What follows belongs to an exercise in optimizing a design on an open flow for small area and a short achievable clock period; a production flow would make more cautious choices.
Only simulation tests tie the RTL to the original design; equivalence was not proved.
No activity file was given, so power comes from the tool's default toggle rates.

==> module mdrow, before the edit <==
module mdrow #(parameter W = 32, parameter ARCH = 1)
  (
   input [W-1:0]  r,
   input [W-1:0]  x,
   input          ci,
   input          m,
   input          dv,
   output [W-1:0] ro,
   output         q);
   reg [W-1:0] g, t, c;
   reg         co;
   integer     l, i;
   always @(*) begin
      g = r & x;
      t = r | x;
      g[0] = g[0] | (t[0] & ci);
      if (ARCH == 0) begin
         for (i = 1; i < W; i = i + 1) begin
            g[i] = g[i] | (t[i] & g[i-1]);
         end
      end else if (ARCH == 1) begin
         for (l = 0; (1 << l) < W; l = l + 1)
           for (i = (2 << l) - 1; i < W; i = i + (2 << l)) begin
              g[i] = g[i] | (t[i] & g[i - (1 << l)]);
              t[i] = t[i] & t[i - (1 << l)];
           end
         for (l = 8; l >= 0; l = l - 1)
           if ((2 << l) < W)
             for (i = 3 * (1 << l) - 1; i < W; i = i + (2 << l)) begin
                g[i] = g[i] | (t[i] & g[i - (1 << l)]);
                t[i] = t[i] & t[i - (1 << l)];
             end
      end else if (ARCH == 2) begin
         for (l = 0; (1 << l) < W; l = l + 1)
           for (i = W - 1; i >= 0; i = i - 1)
             if ((i >> l) & 1) begin
                g[i] = g[i] | (t[i] & g[((i >> l) << l) - 1]);
                t[i] = t[i] & t[((i >> l) << l) - 1];
             end
      end else begin
         for (l = 0; (1 << l) < W; l = l + 1)
           for (i = W - 1; i >= (1 << l); i = i - 1) begin
              g[i] = g[i] | (t[i] & g[i - (1 << l)]);
              t[i] = t[i] & t[i - (1 << l)];
           end
      end
      c[0] = ci;
      for (i = 1; i < W; i = i + 1)
        c[i] = g[i-1];
      co = g[W-1];
   end
   wire sel = m & (co | ~dv);
   assign q  = co & m;
   assign ro = r ^ ({W{sel}} & (x ^ c));
endmodule
==> module dsp_alu, before the edit <==
module dsp_alu
  (
   input             clk,
   input [2:0]       ctrl,
   input [31:0]      src_a, src_b,
   output [31:0]     result);
   localparam K1 = 23, K2 = 6;
   wire [31:0] a = src_a, b = src_b;
   wire op_and = ctrl == 3'd0;
   wire op_or  = ctrl == 3'd1;
   wire op_mul = ctrl == 3'd3;
   wire op_div = ctrl == 3'd4;
   wire op_sub = ctrl == 3'd6;
   wire op_slt = ctrl == 3'd7;
   wire op_add = ctrl == 3'd2 || ctrl == 3'd5;
   wire [31:0] x0 = op_mul ? a : op_add ? b : op_slt ? ~a : ~b;
   wire [31:0] r0 = (op_div | op_add | op_sub) ? a :
                    op_slt ? b : op_and ? (a & b) : op_or ? (a | b) : 32'd0;
   reg [31:0] m0;
   integer    k;
   always @(*) begin
      m0[0] = op_div | op_mul & b[0] | op_add | op_sub | op_slt;
      for (k = 1; k < 32; k = k + 1)
        m0[k] = op_div ? ~|(b >> (32 - k)) : op_mul & b[k];
   end
   wire [31:0] rv [0:32];
   wire [31:0] xv [0:32];
   wire [31:0] mq [0:32];
   wire        dv [0:32];
   wire        sb [0:32];
   wire        qs [0:32];
   assign rv[32] = r0;
   assign xv[32] = x0;
   assign mq[32] = m0;
   assign dv[32] = op_div;
   assign sb[32] = op_sub;
   assign qs[32] = op_div | op_slt;
   genvar j;
   generate
      for (j = 31; j >= 0; j = j - 1) begin : row
         wire [31:0] ri, xi, mi;
         wire        di, si, qi;
         if (j == K1 - 1 || j == K2 - 1) begin : cut
            reg [31:0] r_q, x_q, m_q;
            reg        d_q, s_q, qs_q;
            always @(posedge clk) begin
               r_q <= rv[j+1]; x_q <= xv[j+1]; m_q <= mq[j+1];
               d_q <= dv[j+1]; s_q <= sb[j+1]; qs_q <= qs[j+1];
            end
            assign ri = r_q; assign xi = x_q; assign mi = m_q;
            assign di = d_q; assign si = s_q; assign qi = qs_q;
         end else begin : nocut
            assign ri = rv[j+1]; assign xi = xv[j+1]; assign mi = mq[j+1];
            assign di = dv[j+1]; assign si = sb[j+1]; assign qi = qs[j+1];
         end
         wire [31-j:0] ro;
         wire          q;
         mdrow #(.W(32 - j)) u_row
           (.r(ri[31:j]), .x(xi[31-j:0]), .ci(di | (j == 0 ? si : 1'b0)),
            .m(mi[j]), .dv(di), .ro(ro), .q(q));
         if (j == 0) begin : lsb
            assign rv[j] = ro;
         end else begin : rest
            assign rv[j] = {ro, ri[j-1:0]};
         end
         assign mq[j] = (mi & ~(32'd1 << j)) | ({31'd0, q} << j);
         assign xv[j] = xi;
         assign dv[j] = di;
         assign sb[j] = si;
         assign qs[j] = qi;
      end
   endgenerate
   generate
      if (K2 == 0) begin : outreg
         reg [31:0] res_q;
         always @(posedge clk) res_q <= qs[0] ? mq[0] : rv[0];
         assign result = res_q;
      end else begin : outcomb
         assign result = qs[0] ? mq[0] : rv[0];
      end
   endgenerate
endmodule
Settings: LEC_CHECK=0, ABC_AREA=1, CAP_MARGIN=20, CORE_MARGIN=2, CORE_UTILIZATION=40, CTS_CLUSTER_DIAMETER=60, CTS_CLUSTER_SIZE=12, SLEW_MARGIN=20, SYNTH_HIERARCHICAL=1; clock period 70.0 ns.
run.sh (not shown) runs the stock make flow with config.mk's settings and CLKGATE_MAP_FILE= SYNTH_SCRIPT=/design/flow/synth_recipe.tcl, a recipe that flattens the netlist after the stock synthesis.
The first run ran to the end with no violations.
Change:
--- a/flow/design.v
+++ b/flow/design.v
@@ -1,7 +1,7 @@
-module mdrow #(parameter W = 32, parameter ARCH = 1)
+module mdrow #(parameter W = 32, parameter LAST = 0)
   (
    input [W-1:0]  r,
    input [W-1:0]  x,
    input          ci,
    input          m,
    input          dv,
@@ -11,58 +11,39 @@
    reg         co;
    integer     l, i;
    always @(*) begin
       g = r & x;
       t = r | x;
       g[0] = g[0] | (t[0] & ci);
-      if (ARCH == 0) begin
-         for (i = 1; i < W; i = i + 1) begin
-            g[i] = g[i] | (t[i] & g[i-1]);
-         end
-      end else if (ARCH == 1) begin
-         for (l = 0; (1 << l) < W; l = l + 1)
-           for (i = (2 << l) - 1; i < W; i = i + (2 << l)) begin
-              g[i] = g[i] | (t[i] & g[i - (1 << l)]);
-              t[i] = t[i] & t[i - (1 << l)];
-           end
-         for (l = 8; l >= 0; l = l - 1)
-           if ((2 << l) < W)
-             for (i = 3 * (1 << l) - 1; i < W; i = i + (2 << l)) begin
-                g[i] = g[i] | (t[i] & g[i - (1 << l)]);
-                t[i] = t[i] & t[i - (1 << l)];
-             end
-      end else if (ARCH == 2) begin
-         for (l = 0; (1 << l) < W; l = l + 1)
-           for (i = W - 1; i >= 0; i = i - 1)
-             if ((i >> l) & 1) begin
-                g[i] = g[i] | (t[i] & g[((i >> l) << l) - 1]);
-                t[i] = t[i] & t[((i >> l) << l) - 1];
-             end
-      end else begin
-         for (l = 0; (1 << l) < W; l = l + 1)
-           for (i = W - 1; i >= (1 << l); i = i - 1) begin
-              g[i] = g[i] | (t[i] & g[i - (1 << l)]);
-              t[i] = t[i] & t[i - (1 << l)];
-           end
-      end
+      for (l = 0; (1 << l) < W; l = l + 1)
+        for (i = (2 << l) - 1; i < W; i = i + (2 << l)) begin
+           g[i] = g[i] | (t[i] & g[i - (1 << l)]);
+           t[i] = t[i] & t[i - (1 << l)];
+        end
+      for (l = 8; l >= 0; l = l - 1)
+        if ((2 << l) < W)
+          for (i = 3 * (1 << l) - 1; i < W; i = i + (2 << l)) begin
+             g[i] = g[i] | (t[i] & g[i - (1 << l)]);
+             t[i] = t[i] & t[i - (1 << l)];
+          end
       c[0] = ci;
       for (i = 1; i < W; i = i + 1)
         c[i] = g[i-1];
       co = g[W-1];
    end
-   wire sel = m & (co | ~dv);
+   wire sel = LAST ? m : m & (co | ~dv);
    assign q  = co & m;
    assign ro = r ^ ({W{sel}} & (x ^ c));
 endmodule
 module dsp_alu
   (
    input             clk,
    input [2:0]       ctrl,
    input [31:0]      src_a, src_b,
    output [31:0]     result);
-   localparam K1 = 23, K2 = 6;
+   localparam K1 = 20, K2 = 5;
    wire [31:0] a = src_a, b = src_b;
    wire op_and = ctrl == 3'd0;
    wire op_or  = ctrl == 3'd1;
    wire op_mul = ctrl == 3'd3;
    wire op_div = ctrl == 3'd4;
    wire op_sub = ctrl == 3'd6;
@@ -107,13 +88,13 @@
          end else begin : nocut
             assign ri = rv[j+1]; assign xi = xv[j+1]; assign mi = mq[j+1];
             assign di = dv[j+1]; assign si = sb[j+1]; assign qi = qs[j+1];
          end
          wire [31-j:0] ro;
          wire          q;
-         mdrow #(.W(32 - j)) u_row
+         mdrow #(.W(32 - j), .LAST(j == 0)) u_row
            (.r(ri[31:j]), .x(xi[31-j:0]), .ci(di | (j == 0 ? si : 1'b0)),
             .m(mi[j]), .dv(di), .ro(ro), .q(q));
          if (j == 0) begin : lsb
             assign rv[j] = ro;
          end else begin : rest
             assign rv[j] = {ro, ri[j-1:0]};
Via count decreases by 2.2%; utilization decreases by 0.13 points; power decreases by 3.3%; flip-flop and latch count is unchanged; die area decreases by 0.33%; routed wire length decreases by 8.9%; design area decreases by 0.45%.

afterwards: timing with drivers on the ports:
No port has a modelled driver above. Below, the same layouts with a new extraction and two added sets of constraints.
Step 1 sets driving cells, clkbuf_16 on the clock port and buf_2 on the other inputs (assumed; they add their load-dependent delay and slew).
Step 2 adds t to the input delays and takes it off the output delays; t is the mean of the earliest and latest rising clock arrival at the registers after step 1. Input paths then give back, and output paths get back, about the clock's delay inside the block.
Slacks: ideal ports / drivers / drivers and shift; pairs: ideal ports / drivers.
| run | shift t [ns] | slack for setup (ns) | worst register clock-pin slew, ns | cell pins on the clock port's net |
|---|---|---|---|---|
| the first run | 0.556 | 40.913 / 40.847 / 41.403 | 0.09 / 0.09 | 1 |
| the second run | 0.526 | 42.535 / 42.548 / 42.022 | 0.09 / 0.09 | 1 |
After both steps setup and hold are still met in every run listed. The setup slack of the second run, which loses most, moves by +0.013 ns with the drivers and by -0.513 ns with both steps.
